This is an optimization exercise on Yosys and OpenROAD, whose aim is small area, not a production implementation.
Only simulation tests tie the RTL to the original design; equivalence was not proved.
Power figures rest on the tool's default switching activity, not on a simulated workload.

## AHB_master
module AHB_master(
	input wire HCLK,
	input wire HRESET_n,
	input wire d_EN,
	input wire d_busy,
	input wire d_write,
	input wire [31:0] d_wdata,
	input wire [2:0] d_burst,
	input wire [31:0] d_addr,
	input wire [2:0] d_size,
	input wire d_burst_stop,
	input wire HREADY,
	input wire HRESP,
	input wire [31:0] HRDATA,
	output reg [31:0] HADDR,
	output reg [2:0] HBURST,
	output reg [2:0] HSIZE,
	output reg [1:0] HTRANS,
	output reg [31:0] HWDATA,
	output reg HWRITE
);
Settings: LEC_CHECK=0, CAP_MARGIN=20, CORE_MARGIN=2, CORE_UTILIZATION=40, CTS_BUF_LIST=sky130_fd_sc_hd__clkbuf_8, SLEW_MARGIN=20; clock period 4.0 ns.
standard.sh (not shown) runs the stock make flow with config.mk's settings and CLKGATE_MAP_FILE= SYNTH_SCRIPT=/design/flow/synth_recipe.tcl, a recipe that flattens the netlist after the stock synthesis.
==> flow/flow/run.sh <==
#!/bin/bash
# The standard layout with three changes: abc maps the logic with an
# area-oriented script (flow/area.abc), ports get the smallest buffer, and
# CTS uses clkbuf_8 without dummy loads.
set -o pipefail
here=$(pwd)
export AREA_ABC_SCRIPT=$here/flow/area.abc
export BUFFER_PORTS_ARGS="-buffer_cell sky130_fd_sc_hd__buf_1"
export CTS_ARGS="-sink_clustering_enable -repair_clock_nets -buf_list sky130_fd_sc_hd__clkbuf_8 -dont_use_dummy_load"
sed "s#SYNTH_SCRIPT=[^ ]*#SYNTH_SCRIPT=$here/flow/my_synth.tcl#" standard.sh > my_standard.sh
bash my_standard.sh > standard.log 2>&1
==> flow/flow/area.abc <==
strash
&get -n
&st
&syn2
&dch -f
&nf -R 1000
&put
strash
&get -n
&st
&syn2
&dch -f
&nf -R 1000
&put
topo
==> flow/flow/my_synth.tcl <==
proc synth {args} { yosys synth -nofsm -noshare {*}$args }
# synth_recipe.tcl with one change: abc maps with flow/area.abc instead of ORFS's script.
proc abc {args} { set i [lsearch $args -script]; if {$i >= 0} { lset args [expr {$i+1}] $::env(AREA_ABC_SCRIPT) }; yosys abc {*}$args }
source $::env(SCRIPTS_DIR)/synth.tcl
# left out here: clear keep_hierarchy, flatten, clean up, hide names made inside functions, write 1_2_yosys.v
Rerun with:
==> flow/flow/run.sh (replaced) <==
#!/bin/bash
set -o pipefail
export BUFFER_PORTS_ARGS="-buffer_cell sky130_fd_sc_hd__buf_1"
export CTS_ARGS="-sink_clustering_enable -repair_clock_nets -buf_list sky130_fd_sc_hd__clkbuf_8 -dont_use_dummy_load"
bash standard.sh > standard.log 2>&1
removed: flow/flow/area.abc
removed: flow/flow/my_synth.tcl
The new run ran to the end with no violations.
Non-clock buffer count is higher by 1.
Die area rises by about 3.6%.
Routed wire length rose by 9.0%.
Cell count climbs by about 10%.
Register-to-register slack improved by 0.41 ns.
Cell area climbs by 2.2%.
Utilization climbs by 0.21 points.
Rerun with:
==> flow/flow/run.sh (replaced) <==
#!/bin/bash
set -o pipefail
export BUFFER_PORTS_ARGS="-buffer_cell sky130_fd_sc_hd__buf_1"
export CTS_ARGS="-sink_clustering_enable -repair_clock_nets -dont_use_dummy_load -buf_list sky130_fd_sc_hd__clkbuf_8 -sink_clustering_size 30"
bash standard.sh > standard.log 2>&1
What happened:
- sequential power stays flat
- cell count does not change
- total power stays the same
- clock-buffer cell count stays the same
- synthesized cell count is unchanged
- clock power hardly moves
- die area stays the same
- synthesized area stays the same
- routed wire length does not change
- via count does not change
- cell area does not change
Rerun with:
==> flow/flow/run.sh (replaced) <==
#!/bin/bash
# The standard layout with three changes: abc maps the logic with an
# area-oriented script (flow/area.abc), ports get the smallest buffer, and
# CTS uses clkbuf_8 without dummy loads.
set -o pipefail
here=$(pwd)
export AREA_ABC_SCRIPT=$here/flow/area.abc
export BUFFER_PORTS_ARGS="-buffer_cell sky130_fd_sc_hd__buf_1"
export CTS_ARGS="-sink_clustering_enable -repair_clock_nets -buf_list sky130_fd_sc_hd__clkbuf_8 -dont_use_dummy_load"
sed "s#SYNTH_SCRIPT=[^ ]*#SYNTH_SCRIPT=$here/flow/my_synth.tcl#" standard.sh > my_standard.sh
bash my_standard.sh > standard.log 2>&1
==> flow/flow/area.abc (new file) <==
strash
&get -n
&fraig -x
&put
scorr
dc2
dretime
strash
&get -n
&dch -f
&nf {D}
&put
==> flow/flow/my_synth.tcl (new file) <==
proc synth {args} { yosys synth -nofsm -noshare {*}$args }
# synth_recipe.tcl with one change: abc maps with flow/area.abc instead of ORFS's script.
proc abc {args} { set i [lsearch $args -script]; if {$i >= 0} { lset args [expr {$i+1}] $::env(AREA_ABC_SCRIPT) }; yosys abc {*}$args }
source $::env(SCRIPTS_DIR)/synth.tcl
# left out here: clear keep_hierarchy, flatten, clean up, hide names made inside functions, write 1_2_yosys.v
The new run completed without violations.
Via count is lower by 2.2%.
Final area is lower by 1.3%.
First-iteration DRC count is lower by 26%.
Rerun with:
==> flow/flow/area.abc (replaced) <==
strash
&get -n
&st
&syn2
&dch -f
&nf -R 1000
&put
topo
After rerunning:
- The new run went through all stages and came out clean
- die area is lower slightly
- clock skew is lower by 0.0099 ns
- first-iteration DRC count is higher by roughly a tenth
- routed wire length is lower by a few percent

========
== v46 ==
The RTL this note starts from:
==> flow/design.v <==
module AHB_master(
	input wire HCLK,
	input wire HRESET_n,
	input wire d_EN,
	input wire d_busy,
	input wire d_write,
	input wire [31:0] d_wdata,
	input wire [2:0] d_burst,
	input wire [31:0] d_addr,
	input wire [2:0] d_size,
	input wire d_burst_stop,
	input wire HREADY,
	input wire HRESP,
	input wire [31:0] HRDATA,
	output reg [31:0] HADDR,
	output reg [2:0] HBURST,
	output reg [2:0] HSIZE,
	output reg [1:0] HTRANS,
	output reg [31:0] HWDATA,
	output reg HWRITE
);
	reg [31:0] pending_data;  
	reg [4:0] burst_count;    
	wire st_idle = (HTRANS == 2'b00);
	wire st_busy = (HTRANS == 2'b01);
	wire act     = HTRANS[1];
	wire hb_zero = (HBURST == 3'b000);
	wire hb_incr = (HBURST == 3'b001);
	wire st_burst = act & ~hb_zero;
	wire err = HRESP & ~HREADY;
	reg cnt_hit;
	always @(*) begin
		case (HBURST)
			3'b011: cnt_hit = (burst_count == 5'd4);
			3'b101: cnt_hit = (burst_count == 5'd8);
			3'b111: cnt_hit = (burst_count == 5'd16);
			default: cnt_hit = (burst_count == 5'd0);
		endcase
	end
	wire endc = hb_incr ? d_burst_stop : cnt_hit;
	wire busy_stop = ~d_busy & hb_incr & d_burst_stop & ~HREADY;
	wire load = st_idle
	          | (act & ~hb_zero & ((HREADY & endc) | err))
	          | (act & hb_zero & (HREADY | HRESP))
	          | (st_busy & (err | busy_stop));
	wire step = st_burst & HREADY & ~endc;
	wire bstep = st_busy & ~err & ~d_busy & ~busy_stop;
	wire go = d_EN & ~err;
	wire [1:0] new_trans = go ? (((|d_burst) & d_busy) ? 2'b01 : 2'b10) : 2'b00;
	wire [7:0] sz;    
	wire [8:0] ones;  
	genvar k;
	generate
		for (k = 0; k < 8; k = k + 1) begin : g_sz
			assign sz[k] = (HSIZE == k);
		end
	endgenerate
	assign ones[0] = sz[0];
	generate
		for (k = 1; k < 9; k = k + 1) begin : g_ones
			if (k < 8)
				assign ones[k] = sz[k] | (ones[k-1] & HADDR[k-1]);
			else
				assign ones[k] = ones[k-1] & HADDR[k-1];
		end
	endgenerate
	wire [7:0] blk;  
	wire [7:0] cin;  
	generate
		for (k = 0; k < 8; k = k + 1) begin : g_blk
			assign blk[k] = &HADDR[4*k+3:4*k];
		end
	endgenerate
	assign cin[0] = sz[0];
	assign cin[1] = ones[4];
	assign cin[2] = ones[8];
	generate
		for (k = 3; k < 8; k = k + 1) begin : g_cin
			assign cin[k] = cin[k-1] & blk[k-1];
		end
	endgenerate
	wire [31:0] tog;
	generate
		for (k = 0; k < 32; k = k + 1) begin : g_tog
			if (k % 4 == 0)
				assign tog[k] = step & cin[k/4];
			else if (k < 8)
				assign tog[k] = (step & sz[k]) | (tog[k-1] & HADDR[k-1]);
			else
				assign tog[k] = tog[k-1] & HADDR[k-1];
		end
	endgenerate
	always @(posedge HCLK or negedge HRESET_n) begin
		if (!HRESET_n) begin
			HTRANS <= 2'b0;
			HWRITE <= 1'b0;
			HADDR <= 32'b0;
			HSIZE <= 3'b0;
			HBURST <= 3'b0;
			HWDATA <= 32'b0;
		end else begin
			if (act & HREADY & HWRITE)
				HWDATA <= pending_data;
			if (load) begin
				HWRITE <= d_write;
				HADDR <= d_addr;
				HBURST <= d_burst;
				HSIZE <= d_size;
				HTRANS <= new_trans;
			end else begin
				HADDR <= HADDR ^ tog;
			end
			if (step) begin
				HTRANS <= d_busy ? 2'b01 : 2'b11;
			end else if (~load & bstep) begin
				HTRANS <= (burst_count == 5'd0) ? 2'b10 : 2'b11;
			end
		end
	end
	always @(posedge HCLK) begin
		if (load | step)
			pending_data <= d_wdata;
		if (load)
			burst_count <= {4'b0, ~d_busy};
		else if ((step & ~d_busy) | bstep)
			burst_count <= burst_count + 5'd1;
	end
endmodule
Settings: LEC_CHECK=0, CAP_MARGIN=20, CORE_MARGIN=2, CORE_UTILIZATION=40, CTS_BUF_LIST=sky130_fd_sc_hd__clkbuf_8, SLEW_MARGIN=20; clock period 4.0 ns.
==> flow/flow/run.sh <==
#!/bin/bash
set -o pipefail
export BUFFER_PORTS_ARGS="-buffer_cell sky130_fd_sc_hd__buf_1"
export CTS_ARGS="-sink_clustering_enable -repair_clock_nets -dont_use_dummy_load -buf_list sky130_fd_sc_hd__clkbuf_16 -sink_clustering_size 40"
bash standard.sh > standard.log 2>&1
v46 finished all stages; the layout is clean.
--- input diff v46..v15 ---
==> flow/flow/run.sh <==
#!/bin/bash
# The standard layout with three changes: abc maps the logic with an
# area-oriented script (flow/area.abc), ports get the smallest buffer, and
# CTS uses clkbuf_8 without dummy loads.
set -o pipefail
here=$(pwd)
export AREA_ABC_SCRIPT=$here/flow/area.abc
export BUFFER_PORTS_ARGS="-buffer_cell sky130_fd_sc_hd__buf_1"
export CTS_ARGS="-sink_clustering_enable -repair_clock_nets -buf_list sky130_fd_sc_hd__clkbuf_8 -dont_use_dummy_load"
sed "s#SYNTH_SCRIPT=[^ ]*#SYNTH_SCRIPT=$here/flow/my_synth.tcl#" standard.sh > my_standard.sh
bash my_standard.sh > standard.log 2>&1
==> flow/flow/area.abc (new file) <==
strash
&get -n
&st
&dch
&nf -R 1000
&put
topo
==> flow/flow/my_synth.tcl (new file) <==
proc synth {args} { yosys synth -nofsm -noshare {*}$args }
# synth_recipe.tcl with one change: abc maps with flow/area.abc instead of ORFS's script.
proc abc {args} { set i [lsearch $args -script]; if {$i >= 0} { lset args [expr {$i+1}] $::env(AREA_ABC_SCRIPT) }; yosys abc {*}$args }
source $::env(SCRIPTS_DIR)/synth.tcl
# left out here: clear keep_hierarchy, flatten, clean up, hide names made inside functions, write 1_2_yosys.v
Results
Delta(die outline area, v15 - v46) < 0. Sort v15 and v46 by summed instance area of the synthesized netlist desc -> top: v46. Taking v46 as the reference, in v15 area of the multi-input gates -2.2%; power density normalized to cell area -27 nW/µm²; power -6.3%.
What v20 does differently from v15 at the input level:
==> flow/run.sh (new file) <==
#!/bin/bash
# synth_recipe.tcl (not shown) runs the flow's synth.tcl, then flattens the netlist and writes it again
# the make line also repeats each setting of config.mk as NAME=value (left out here)
make -C /OpenROAD-flow-scripts/flow DESIGN_CONFIG=/design/flow/config.mk WORK_HOME=/design/flow/orfs CLKGATE_MAP_FILE= SYNTH_SCRIPT=/design/flow/synth_recipe.tcl finish
removed: flow/flow/run.sh
removed: flow/flow/area.abc
removed: flow/flow/my_synth.tcl
removed: flow/standard.sh
Results
Having completed the whole flow, v20 delivered a layout that passed the timing, design-rule and antenna checks. Compared with v15, v20 shows a setup slack after layout that is 280 ps higher. On smallest hold slack: between v20 and v15, it ends up lower for v15. Comparing v20 and v15, global-route wire length before repair is higher on v20. Compared with v15, v20 instantiates a larger number of standard cells. [compare] base=v15 new=v20: multi-input combinational area share fell by 4.4 points, total power up 18%. Arrival time at the worst endpoint ended up 260 ps lower on v20 than on v15. v20 reports its combinational family with the most area after synthesis as simple AND/OR/NAND/NOR gates while v15 reports multiplexers.

==> afterwards: timing with drivers on the ports <==
The flow's constraints put no driver on any port. The routed layouts listed below were extracted and timed again, unchanged, in two steps.
Step 1: set_driving_cell puts a clkbuf_16 on HCLK and a buf_2 on each other input, an assumption about the parent block.
Step 2 times the ports against the registers' clock, not the clock port: input delays grow and output delays shrink by t, the midpoint of the rising clock arrivals with the driver on.
Three values: ideal ports, drivers, drivers and shift; two values: the first two.
| run | t, ns | setup slack, ns | worst setup path after step 2 | worst slew at a driven data input, ns | cell pins on the clock port's net |
|---|---|---|---|---|---|
| the first run of note 1 | 0.395 | 0.399 / 0.399 / 0.399 | register to register | 0.06 | 1 |
| the second run of note 1 | 0.388 | 0.811 / 0.811 / 0.710 | input to register | 0.06 | 1 |
| the third run of note 1 | 0.388 | 0.811 / 0.811 / 0.710 | input to register | 0.06 | 1 |
| the fourth run of note 1 | 0.374 | 0.766 / 0.766 / 0.671 | input to register | 0.05 | 1 |
| the fifth run of note 1 | 0.392 | 0.548 / 0.548 / 0.522 | input to register | 0.06 | 1 |
| v46 | 0.370 | 0.805 / 0.805 / 0.712 | input to register | 0.06 | 1 |
| v15 | 0.396 | 0.530 / 0.530 / 0.530 | register to register | 0.05 | 1 |
| v20 | 0.406 | 0.807 / 0.798 / 0.392 | input to register | 0.06 | 1 |
After both steps every run listed still meets setup and hold. The setup slack of v20, which loses most, moves by -0.009 ns with the drivers and by -0.415 ns with both steps.
